Background: an optimization exercise with open tools, aiming at small area, a short achievable clock period and few clock cycles. Do not read the settings as production practice. The RTL was checked by simulation tests, not by an equivalence proof against the original design. Power is estimated from default activity; no workload was simulated.

Setup of run A:
// Milestone_1
module Milestone_1 (
		input logic Clock_50,
		input logic Resetn,
		input logic M1_Start,
		input logic [15:0] SRAM_read_data,
		output logic M1_Finish,
		output logic [15:0] M1_write_data,
		output logic [17:0] M1_address,
		output logic M1_we_n
);
localparam logic [17:0] U_BASE   = 18'd38400;
localparam logic [17:0] V_BASE   = 18'd57600;
localparam logic [17:0] RGB_BASE = 18'd146944;
logic        running;
logic [1:0]  fin_cnt;      
logic        fin_wait;
logic [2:0]  ph;           
logic [7:0]  kk;
logic        lin;          
logic [3:0]  li;           
logic [15:0] ypt;          
logic [16:0] wpt;          
logic ph0, ph1, ph2, ph3, ph4;
assign ph0 = (ph == 3'd0);
assign ph1 = (ph == 3'd1);
assign ph2 = (ph == 3'd2);
assign ph3 = (ph == 3'd3);
assign ph4 = (ph == 3'd4);
logic pair, wait_lead;
assign pair      = (kk >= 8'd2);
assign wait_lead = (kk == 8'd0);
logic l0, l2, l3, l4, l5, l6, l7, l8, l9, l10, l11;
assign l0  = lin & (li == 4'd0);
assign l2  = lin & (li == 4'd2);
assign l3  = lin & (li == 4'd3);
assign l4  = lin & (li == 4'd4);
assign l5  = lin & (li == 4'd5);
assign l6  = lin & (li == 4'd6);
assign l7  = lin & (li == 4'd7);
assign l8  = lin & (li == 4'd8);
assign l9  = lin & (li == 4'd9);
assign l10 = lin & (li == 4'd10);
assign l11 = lin & (li == 4'd11);
logic clamp;
assign clamp = (kk >= 8'd158);
logic is_write;
assign is_write = running & pair & (ph0 | ph1 | ph3);
logic uv_rd_slot;
assign uv_rd_slot = ph2 & (kk != 8'd0) & (kk <= 8'd155);
logic rd_u, rd_v, rd_y;
assign rd_u = l0 | l5 | (uv_rd_slot & kk[0]);
assign rd_v = l2 | l7 | ((kk == 8'd1) & ph1) | (uv_rd_slot & ~kk[0]);
assign rd_y = l9 | (ph4 & (kk != 8'd0) & (kk <= 8'd159));
logic [1:0] uv_off;
assign uv_off = (l0 | l2) ? 2'd0 : (l5 | l7) ? 2'd1 : 2'd2;
logic [17:0] uv_addr;
assign uv_addr = {3'd0, ypt[15:1]} + {2'd0, rd_v ? 8'd225 : 8'd150, 6'd0, uv_off};    
logic row_end, frame_end;
assign row_end   = (kk == 8'd161) & ph4;
assign frame_end = (kk == 8'd161) & ph3 & (ypt == 16'd38400);
always_ff @(posedge Clock_50 or negedge Resetn) begin
	if (!Resetn) begin
		running   <= 1'b0;
		fin_wait  <= 1'b0;
		fin_cnt   <= 2'd0;
		M1_Finish <= 1'b0;
		M1_we_n   <= 1'b1;
		ph        <= 3'd0;
		kk        <= 8'd0;
		lin       <= 1'b0;
		li        <= 4'd0;
		ypt       <= 16'd0;
		wpt       <= RGB_BASE[16:0];
	end else begin
		M1_we_n <= ~is_write;
		if (running) begin
  ...
export LEC_CHECK = 0
export CAP_MARGIN = 20
export CORE_MARGIN = 2
export CORE_UTILIZATION = 40
export PLACE_DENSITY = 0.6
export SLEW_MARGIN = 20
create_clock -name core_clock -period 12.0 [get_ports {Clock_50}]
standard.sh (not shown) runs the stock make flow with config.mk's settings and CLKGATE_MAP_FILE= SYNTH_SCRIPT=/design/flow/synth_recipe.tcl, a recipe that flattens the netlist after the stock synthesis.
==> flow/flow/run.sh <==
#!/bin/bash
# Standard layout with two changes to how it is made (the clock period and
# constraints stay the design's): timing repair aims for extra setup slack,
# and the port buffers are plain buffers (buf_2) rather than the resizer's
# default pick.
set -euo pipefail
MARGIN=${MARGIN:-8.25}
bash standard.sh SETUP_SLACK_MARGIN=$MARGIN "BUFFER_PORTS_ARGS=-buffer_cell sky130_fd_sc_hd__buf_2" finish > standard_flow.log 2>&1
Run A completed end to end with timing, DRC and antenna clean.
Testbench counts of run A, summed over its fixed seeds: cycles 774,760.
For run B, these inputs were changed with respect to run A:
diff --git a/flow/flow/run.sh b/flow/flow/run.sh
--- a/flow/flow/run.sh
+++ b/flow/flow/run.sh
@@ -6,3 +6,3 @@
 set -euo pipefail
-MARGIN=${MARGIN:-8.25}
+MARGIN=${MARGIN:-8.4}
 bash standard.sh SETUP_SLACK_MARGIN=$MARGIN "BUFFER_PORTS_ARGS=-buffer_cell sky130_fd_sc_hd__buf_2" finish > standard_flow.log 2>&1
Results
[compare] base=run A new=run B: peak ir drop on the vdd network saw an increase, maximum achievable frequency saw little to no change, cell count saw little to no change, post-route minimum period saw an increase, final total power saw an increase. Of run B and run A, it is run B that has the higher largest clock skew in the final design. When the final numbers for run B and run A were put side by side, the actual transition at the worst max-transition pin turned out to be smaller in run A. There was hardly any difference in HPWL reported at the end of detailed placement between run B and run A.
#### Input delta (run C over run B)
- a change of PLACE_DENSITY from 0.6 to 0.7
- a change of CORE_UTILIZATION from 40 to 55
diff --git a/flow/flow/run.sh b/flow/flow/run.sh
--- a/flow/flow/run.sh
+++ b/flow/flow/run.sh
@@ -6,3 +6,3 @@
 set -euo pipefail
-MARGIN=${MARGIN:-8.4}
+MARGIN=${MARGIN:-8}
 bash standard.sh SETUP_SLACK_MARGIN=$MARGIN "BUFFER_PORTS_ARGS=-buffer_cell sky130_fd_sc_hd__buf_2" finish > standard_flow.log 2>&1
==> notes.md <==
Sort run B and run C by count of clock-buffer cells in the layout, ascending, and run B comes first.
Overall routing resource usage was lower in run B than in run C.
Run C vs. run B: switching power went down by 8.0%, hold slack moved down, placed cell area decreased by about 1.2% relative to the old numbers, areal power density over the cells now sits at about the same level.
Run C: part of the power in the clock network 0.6 points above run B
A timing endpoint of the critical path of nu is what run C shows, while g_cy[1] belongs to run B.
--- input diff run C..run D ---
- a change of CORE_UTILIZATION from 55 to 40
- a change of PLACE_DENSITY from 0.7 to 0.6
==> notes.md <==
- On run D: sequential cell area share is 0.25 points lower than what run C gave.
- Summary of run D over run C: fraction of synthesized cell area in xor and xnor cells now sits at about the same level, clock power now sits lower.
- A worst setup path endpoint of nu is what run C shows, while sv[8] belongs to run D.
- The data-path buffer share of cell area in the final layout of run D and that of run C are within noise of each other.
- Comparing run D and run C, the higher final critical-path required period was measured on run D.
- Power went down slightly going from run C to run D.

afterwards: timing with drivers on the ports:
The flow's constraints put no driver on any port. The routed layouts listed below were extracted and timed again, unchanged, in two steps.
Step 1 (the two cells are an assumption about what drives the block):
set clk [get_ports {Clock_50}]
set_driving_cell -lib_cell sky130_fd_sc_hd__clkbuf_16 $clk
set_driving_cell -lib_cell sky130_fd_sc_hd__buf_2 [delete_from_list [all_inputs] $clk]
Step 2 also shifts input and output timing later by t, the mid clock arrival at the registers, as if the neighbouring blocks saw the same clock.
Three values: ideal ports, drivers, drivers and shift; two values: the first two.
run | shift t [ns] | setup WS [ns] | cell pins on the clock port's net
run A | 0.636 | 8.307 / 8.307 / 8.249 | 1
run B | 0.639 | 8.299 / 8.299 / 8.237 | 1
run C | 0.607 | 8.126 / 8.126 / 8.126 | 1
run D | 0.619 | 8.121 / 8.121 / 8.121 | 1
After both steps every run listed still meets setup and hold. For run B, which loses most, drivers alone change the setup slack by 0.000 ns; drivers and shift together by -0.062 ns.
